Background: an optimization exercise with open tools, aiming at small area. Do not read the settings as production practice. Only simulation tests tie the RTL to the original design; equivalence was not proved. No activity file was given, so power comes from the tool's default toggle rates.

// crtc
module crtc(
    input clk,
    input reset,
    output ce_pixel,
    input [1:0] wr,
    input [4:0] address,
    input [15:0] din,
    output [15:0] dout,
    output hsync,
    output hblank,
    output [11:0] hcnt,
    output vsync,
    output vblank,
    output [11:0] vcnt,
    output [11:0] arx,
    output [11:0] ary,
	output [5:0] pll_addr,
	output [31:0] pll_value,
	output reg pll_write,
	input      pll_busy
);
localparam PLL_IO_REG = 15;
localparam HCNT_REG = 16;
localparam VCNT_REG = 17;
wire [15:0] wd = din & {16{~reset}};
wire [31:0] sel = 32'd1 << address;
wire [15:0] ctrl [0:31];
genvar k;
generate
for (k = 0; k < 32; k = k + 1) begin : g_reg
    if (k == PLL_IO_REG) begin : g_io
        assign ctrl[k] = 16'd0;
    end else if (k != HCNT_REG && k != VCNT_REG) begin : g_plain
        reg [15:0] q;
        wire en_lo = reset | (wr[0] & sel[k]);
        wire en_hi = reset | (wr[1] & sel[k]);
        always @(posedge clk) begin
            if (en_lo) q[7:0] <= wd[7:0];
            if (en_hi) q[15:8] <= wd[15:8];
        end
        assign ctrl[k] = q;
    end
end
endgenerate
wire [9:0] ce_num = ctrl[0][9:0];
wire [9:0] ce_denom = ctrl[1][9:0];
wire [11:0] hact = ctrl[2][11:0];
wire [11:0] hfp = ctrl[3][11:0];
wire [11:0] hs = ctrl[4][11:0];
wire [11:0] hbp = ctrl[5][11:0];
wire [11:0] vact = ctrl[6][11:0];
wire [11:0] vfp = ctrl[7][11:0];
wire [11:0] vs = ctrl[8][11:0];
wire [11:0] vbp = ctrl[9][11:0];
assign arx = ctrl[10][11:0];
assign ary = ctrl[11][11:0];
assign pll_addr = ctrl[14][5:0];
assign pll_value = {ctrl[12], ctrl[13]};
jtframe_frac_cen ce_pix_frac(
    .clk(clk),
    .rst(reset),
    .n(ce_num),
    .m(ce_denom),
    .cen(ce_pixel)
);
reg [11:0] hb_start, vb_start;
reg [11:0] hs_start, vs_start;
reg [11:0] hs_end, vs_end;
wire [11:0] hb_sum, vb_sum, hss_sum, vss_sum, hse_sum, vse_sum;
crtc_add12 u_hb (.a(hact), .b(hbp), .s(hb_sum));
crtc_add12 u_vb (.a(vact), .b(vbp), .s(vb_sum));
crtc_add12 u_hss(.a(hb_start), .b(hfp), .s(hss_sum));
crtc_add12 u_vss(.a(vb_start), .b(vfp), .s(vss_sum));
  ...
Size in the first run: about 1600 cells after synthesis, roughly 130 I/O pins.
clock: 5.0 ns
lec_check: 0
cap_margin: 10
core_margin: 2
core_utilization: 55
cts_buf_list: sky130_fd_sc_hd__clkbuf_8
cts_cluster_diameter: 100
cts_cluster_size: 16
gpl_timing_driven: 0
setup_slack_margin: 0.1
slew_margin: 10
synth_hierarchical: 1
synth_minimum_keep_size: 0
standard.sh (not shown) runs the stock make flow with config.mk's settings and CLKGATE_MAP_FILE= SYNTH_SCRIPT=/design/flow/synth_recipe.tcl, a recipe that flattens the netlist after the stock synthesis.
==> flow/flow/run.sh <==
#!/bin/bash
set -o pipefail
export BUFFER_PORTS_ARGS="-buffer_cell sky130_fd_sc_hd__buf_1"
export REMOVE_ABC_BUFFERS=1
export CTS_ARGS="-sink_clustering_enable -repair_clock_nets -sink_clustering_size 16 -sink_clustering_max_diameter 100 -buf_list sky130_fd_sc_hd__clkbuf_8 -dont_use_dummy_load"
bash standard.sh > standard.log 2>&1
The first run passed the timing, design-rule and antenna checks.
Next try:
==> flow/flow/run.sh (replaced) <==
#!/bin/bash
set -o pipefail
export BUFFER_PORTS_ARGS="-buffer_cell sky130_fd_sc_hd__buf_1"
export CTS_ARGS="-sink_clustering_enable -repair_clock_nets -sink_clustering_size 25 -sink_clustering_max_diameter 150 -dont_use_dummy_load"
bash standard.sh > standard.log 2>&1
Settings changed: CORE_UTILIZATION 55 to 70, CTS_BUF_LIST sky130_fd_sc_hd__clkbuf_8 to unset, CTS_CLUSTER_DIAMETER 100 to 150, CTS_CLUSTER_SIZE 16 to 25, PLACE_DENSITY set to 0.78, SETUP_SLACK_MARGIN 0.1 to 0.2.
=> Clock-buffer cell count came out lower by 15. Synthesized area is unchanged. Routed wire length went up by 0.62%. Power rises by 2.2%. Hold slack hardly moves. Global-route usage grows by 7.4 points. Design area climbs by 1.9%. Maximum frequency grows by 0.56%.
Next try:
==> flow/flow/run.sh (replaced) <==
#!/bin/bash
set -o pipefail
export BUFFER_PORTS_ARGS="-buffer_cell sky130_fd_sc_hd__buf_1"
export REMOVE_ABC_BUFFERS=1
export CTS_ARGS="-sink_clustering_enable -repair_clock_nets -sink_clustering_size 16 -sink_clustering_max_diameter 100 -buf_list sky130_fd_sc_hd__clkbuf_8 -dont_use_dummy_load"
export PRE_FLOORPLAN_TCL="$PWD/flow/downsize.tcl"
bash standard.sh > standard.log 2>&1
==> flow/flow/downsize.tcl (new file) <==
# Pre-floorplan hook: set every logic cell that synthesis mapped to a larger
# drive strength to the smallest drive of the same function (same pins).
# Flip-flops, buffers and tie cells are left alone; repair_design and
# repair_timing later upsize whatever the layout needs.
set db [ord::get_db]
set block [ord::get_db_block]
set masters {}
foreach lib [$db getLibs] {
  foreach m [$lib getMasters] { dict set masters [$m getName] $m }
}
set dont_use {}
if { [info exists ::env(DONT_USE_CELLS)] } { set dont_use $::env(DONT_USE_CELLS) }
set n 0
set saved 0.0
foreach inst [$block getInsts] {
  set m [$inst getMaster]
  set name [$m getName]
  if { ![regexp {^(sky130_fd_sc_hd__([a-z0-9]+))_([0-9]+)$} $name -> base fn drive] } { continue }
  if { [regexp {^(df|edf|sdf|dl|sdl|buf|clk|conb|tap|fill|decap|diode|probe|lpflow|bufinv|einv|ebuf)} $fn] } { continue }
  set best $m
  set bestarea [expr {[$m getWidth] * [$m getHeight]}]
  foreach d {0 1 2} {
    set cand "${base}_$d"
    if { $cand eq $name || ![dict exists $masters $cand] || [lsearch -exact $dont_use $cand] >= 0 } { continue }
    set cm [dict get $masters $cand]
    set a [expr {[$cm getWidth] * [$cm getHeight]}]
    if { $a < $bestarea } { set best $cm; set bestarea $a }
  }
  if { $best ne $m } {
    set saved [expr {$saved + ([$m getWidth] * [$m getHeight] - $bestarea) / 1e6}]
    $inst swapMaster $best
    incr n
  }
}
puts "downsize: swapped $n instances, [format %.1f $saved] um2"
Settings changed: CORE_UTILIZATION 70 to 55, CTS_BUF_LIST set to sky130_fd_sc_hd__clkbuf_8, CTS_CLUSTER_DIAMETER 150 to 100, CTS_CLUSTER_SIZE 25 to 16, PLACE_DENSITY 0.78 to unset, SETUP_SLACK_MARGIN 0.2 to 0.1.
=> The changed run passed the timing, design-rule and antenna checks. Setup slack gets worse by 0.050 ns. Combinational power drops by roughly a tenth. Core utilization drops by 18 points. Via count drops by a few percent.

## port drivers added, routing unchanged
In the flow no input, the clock included, has a driving cell. The finished layouts below were timed again as built, in two steps.
Step 1 sets driving cells, clkbuf_16 on the clock port and buf_2 on the other inputs (assumed; they add their load-dependent delay and slew).
Step 2, shift: input delay + t, output delay - t, t = (earliest + latest rising clock arrival at the registers) / 2. This alone moves slack from input paths to output paths.
Three values: no drivers, after step 1, after step 2; two values: the first two.
run	shift t [ns]	setup slack, ns	worst hold slack (ns)	pins driven straight from the clock port
the first run	0.685	0.179 / 0.111 / 0.111	0.393 / 0.393 / 0.393	1
the second run	0.625	0.207 / 0.134 / 0.134	0.395 / 0.395 / 0.395	1
the third run	0.676	0.156 / 0.134 / 0.134	0.412 / 0.412 / 0.412	1
After both steps every run listed still meets setup and hold. For the second run, which loses most, drivers alone change the setup slack by -0.073 ns; drivers and shift together by -0.073 ns.
